This design comes from an exercise in tuning for small area and a short achievable clock period on the open sky130 flow, not from production work. RTL that was checked went through simulation tests only; none was proved equivalent to the original. Power and IR drop assume default switching activity.

## complex
module complex(clk, a0, a1, b0, b1, im, re);
  input clk;
  input [7:0] a0, a1, b0, b1;
  output reg [15:0] im, re;
  wire [15:0] re_d, im_d;
  wire rs1;
  wire rc2;
  wire rs3;
  wire rc4;
  wire rs5;
  wire rc6;
  wire rs7;
  wire rc8;
  wire rs9;
  wire rc10;
  wire rs11;
  wire rc12;
  wire rs13;
  wire rc14;
  wire rs15;
  wire rc16;
  wire rs17;
  wire rc18;
  wire rs19;
  wire rc20;
  wire rs21;
  wire rc22;
  wire rs23;
  wire rc24;
  wire rs25;
  wire rc26;
  wire rs27;
  wire rc28;
  wire rs29;
  wire rc30;
  wire rs31;
  wire rc32;
  wire rs33;
  wire rc34;
  wire rs35;
  wire rc36;
  wire rs37;
  wire rc38;
  wire rs39;
  wire rc40;
  wire rs41;
  wire rc42;
  wire rs43;
  wire rc44;
  wire rs45;
  wire rc46;
  wire rs47;
  wire rc48;
  wire rs49;
  wire rc50;
  wire rs51;
  wire rc52;
  wire rs53;
  wire rc54;
  wire rs55;
  wire rc56;
  wire rs57;
  wire rc58;
  wire rs59;
  wire rc60;
  wire rs61;
  wire rc62;
  wire rs63;
  wire rc64;
  wire rn65;
  wire rs66;
  wire rc67;
  wire rs68;
  wire rc69;
  wire rs70;
  wire rc71;
  wire rs72;
  wire rc73;
  wire rs74;
  wire rc75;
  wire rs76;
  wire rc77;
  wire rs78;
  wire rc79;
  wire rs80;
  wire rc81;
  wire rs82;
  wire rc83;
  wire rs84;
  wire rc85;
  wire rs86;
  wire rc87;
  wire rs88;
  wire rc89;
  wire rs90;
  wire rc91;
  wire rs92;
  wire rc93;
  wire rs94;
  ...
export LEC_CHECK = 0
export CAP_MARGIN = 20
export CORE_MARGIN = 2
export CORE_UTILIZATION = 40
export CTS_BUF_LIST = sky130_fd_sc_hd__clkbuf_8
export CTS_CLUSTER_DIAMETER = 200
export CTS_CLUSTER_SIZE = 32
export PLACE_DENSITY = 0.6
export SETUP_SLACK_MARGIN = 4.0
export SLEW_MARGIN = 20
export SYNTH_HIERARCHICAL = 1
create_clock -name core_clock -period 10.0 [get_ports {clk}]
standard.sh (not shown) runs the stock make flow with config.mk's settings and CLKGATE_MAP_FILE= SYNTH_SCRIPT=/design/flow/synth_recipe.tcl, a recipe that flattens the netlist after the stock synthesis.
==> flow/flow/run.sh <==
#!/bin/bash
set -o pipefail
export BUFFER_PORTS_ARGS="-buffer_cell sky130_fd_sc_hd__buf_1"
cp standard.sh standard_sh.txt 2>/dev/null
bash standard.sh > standard.log 2>&1
Change:
--- a/flow/flow/run.sh
+++ b/flow/flow/run.sh
@@ -3,0 +4 @@
+export CTS_ARGS="-sink_clustering_enable -sink_clustering_size 32 -sink_clustering_max_diameter 200 -buf_list sky130_fd_sc_hd__clkbuf_8 -dont_use_dummy_load -repair_clock_nets"
- CORE_UTILIZATION: 40 -> 40.0
- CTS_BUF_LIST: sky130_fd_sc_hd__clkbuf_8 -> not set
- CTS_CLUSTER_DIAMETER: 200 -> not set
- CTS_CLUSTER_SIZE: 32 -> not set
- SETUP_SLACK_MARGIN: 4.0 -> 4.35
- TNS_END_PERCENT: not set -> 0.0
Final area grows by a few percent.
Non-clock buffer count grows by 6.
Worst hold slack is worse by 38 ps.
Worst setup slack is better by 270 ps.
Wire length grows slightly.
Via count grows slightly.
Synthesized cell count does not change.
Final cell count grows slightly.
Change:
- CORE_UTILIZATION: 40.0 -> 50.0
- PLACE_DENSITY: 0.6 -> 0.65
- SETUP_SLACK_MARGIN: 4.35 -> 4.3
After rerunning: Setup slack got worse by 69 ps. Final cell count came out lower by 4.7%. Core utilization goes up by 11 points. Wire length increases by 0.64%. Worst hold slack improved by 5.1 ps. Flip-flop and latch count stays the same. Critical path depth is unchanged. Die area fell by 19%. Via count increases by 2.0%. Global-route usage is higher by 4.0 points.
Change:
- CORE_UTILIZATION: 50.0 -> 40.0
- PLACE_DENSITY: 0.65 -> 0.5
The changed run produced a clean layout.
Synthesized cell count is unchanged.
Setup slack loses 18 ps.
Utilization is lower by 10 points.
Combinational power is higher by about 2%.
Non-clock buffer count is higher by 2.
Via count is higher by about 0.7%.
Count of clock-buffer cells in the layout does not change.
Maximum frequency is lower by about 0.32%.
Final cell count is higher by 5.0%.
Critical path depth stays the same.
Routed wire length is higher by about 6.5%.
Change:
==> flow/flow/run.sh (replaced) <==
#!/bin/bash
set -o pipefail
export BUFFER_PORTS_ARGS="-buffer_cell sky130_fd_sc_hd__buf_1"
cp standard.sh standard_sh.txt 2>/dev/null
bash standard.sh > standard.log 2>&1
- CORE_UTILIZATION: 40.0 -> 60
- CTS_BUF_LIST: not set -> sky130_fd_sc_hd__clkbuf_8
- CTS_CLUSTER_DIAMETER: not set -> 200
- CTS_CLUSTER_SIZE: not set -> 32
- PLACE_DENSITY: 0.5 -> 0.75
- SETUP_SLACK_MARGIN: 4.3 -> 4.0
- TNS_END_PERCENT: 0.0 -> not set
Result: Non-clock buffer count decreases by 9; die area decreases by 32%; final cell count decreases by 9.0%.
Change:
- CORE_UTILIZATION: 60 -> 40
- PLACE_DENSITY: 0.75 -> 0.6
- SETUP_SLACK_MARGIN: 4.0 -> 4.6
=> The new run finished with timing, DRC and antenna clean; cell count rose by 12%; flip-flop and latch count does not change; wire length went up by 6.6%; via count is lower by 0.87%; design area goes up by 11%.

========
== run A ==
Another version of the RTL of complex (not shown whole).
Size in the first run: roughly 32 flip-flops.
export LEC_CHECK = 0
export CAP_MARGIN = 20
export CORE_MARGIN = 2
export CORE_UTILIZATION = 40
export CTS_BUF_LIST = sky130_fd_sc_hd__clkbuf_8
export CTS_CLUSTER_DIAMETER = 200
export CTS_CLUSTER_SIZE = 32
export PLACE_DENSITY = 0.6
export SETUP_SLACK_MARGIN = 4.6
export SLEW_MARGIN = 20
export SYNTH_HIERARCHICAL = 1
create_clock -name core_clock -period 10.0 [get_ports {clk}]
==> flow/flow/run.sh <==
#!/bin/bash
set -o pipefail
export BUFFER_PORTS_ARGS="-buffer_cell sky130_fd_sc_hd__buf_1"
cp standard.sh standard_sh.txt 2>/dev/null
bash standard.sh > standard.log 2>&1
Run A went all the way through the flow, and no timing, DRC or antenna check failed.
The following lists how run B was set up differently from run A:
Settings: swapping 4.6 for 4.4 in SETUP_SLACK_MARGIN.
## What came out
- Worst setup slack improves in run B relative to run A.
- Sequential share of layout area essentially unchanged between run B and run A.
- Looking at met2 track demand over resource, run B sits 0.59 points above run A.
- Diff run A and run B: part of the power in the clock network higher in run B
- Comparing run A and run B, the lower fmax was measured on run A.
Input-level comparison between run C and run B:
Settings: changing SETUP_SLACK_MARGIN from 4.4 to 4.2.
## What came out
Global-route wire length before repair improves in run C relative to run B. Looking at run C and run B, the reported sequential group power is a wash. Delta (run C minus run B): power down about 9%; delay of the slowest cell on the worst path down 0.02 ns; synthesis-to-finish area growth down 6.7 points. From run C to run B, total number of multi-input combinational cells did not move at all. [compare] base=run B new=run C: worst hold slack after final layout climbed 0.018 ns, register share of the cell area rose by 0.45 points.
No functional check of the RTL was part of any run of this note.

-- static timing again, ports no longer ideal --
No port has a modelled driver above. Below, the same layouts with a new extraction and two added sets of constraints.
Step 1 assumes that a clkbuf_16 drives the clock port and a buf_2 every other input.
Step 2 times the ports against the registers' clock, not the clock port: input delays grow and output delays shrink by t, the midpoint of the rising clock arrivals with the driver on.
Slacks: ideal / step 1 / step 2; pairs: ideal / step 1.
run	t, ns	slack for setup (ns)	worst setup path at the end	pins driven straight from the clock port
the first run of note 1	0.352	4.212 / 4.213 / 3.861	input to register	1
the second run of note 1	0.340	4.480 / 4.481 / 4.141	input to register	1
the third run of note 1	0.335	4.411 / 4.407 / 4.072	input to register	1
the fourth run of note 1	0.342	4.393 / 4.404 / 4.063	input to register	1
the fifth run of note 1	0.351	4.083 / 4.094 / 3.743	input to register	1
the sixth run of note 1	0.348	4.502 / 4.479 / 4.130	input to register	1
run A	0.342	4.421 / 4.410 / 4.068	input to register	1
run B	0.343	4.475 / 4.446 / 4.103	input to register	1
run C	0.344	4.334 / 4.339 / 3.995	input to register	1
After both steps setup and hold are still met in every run listed.
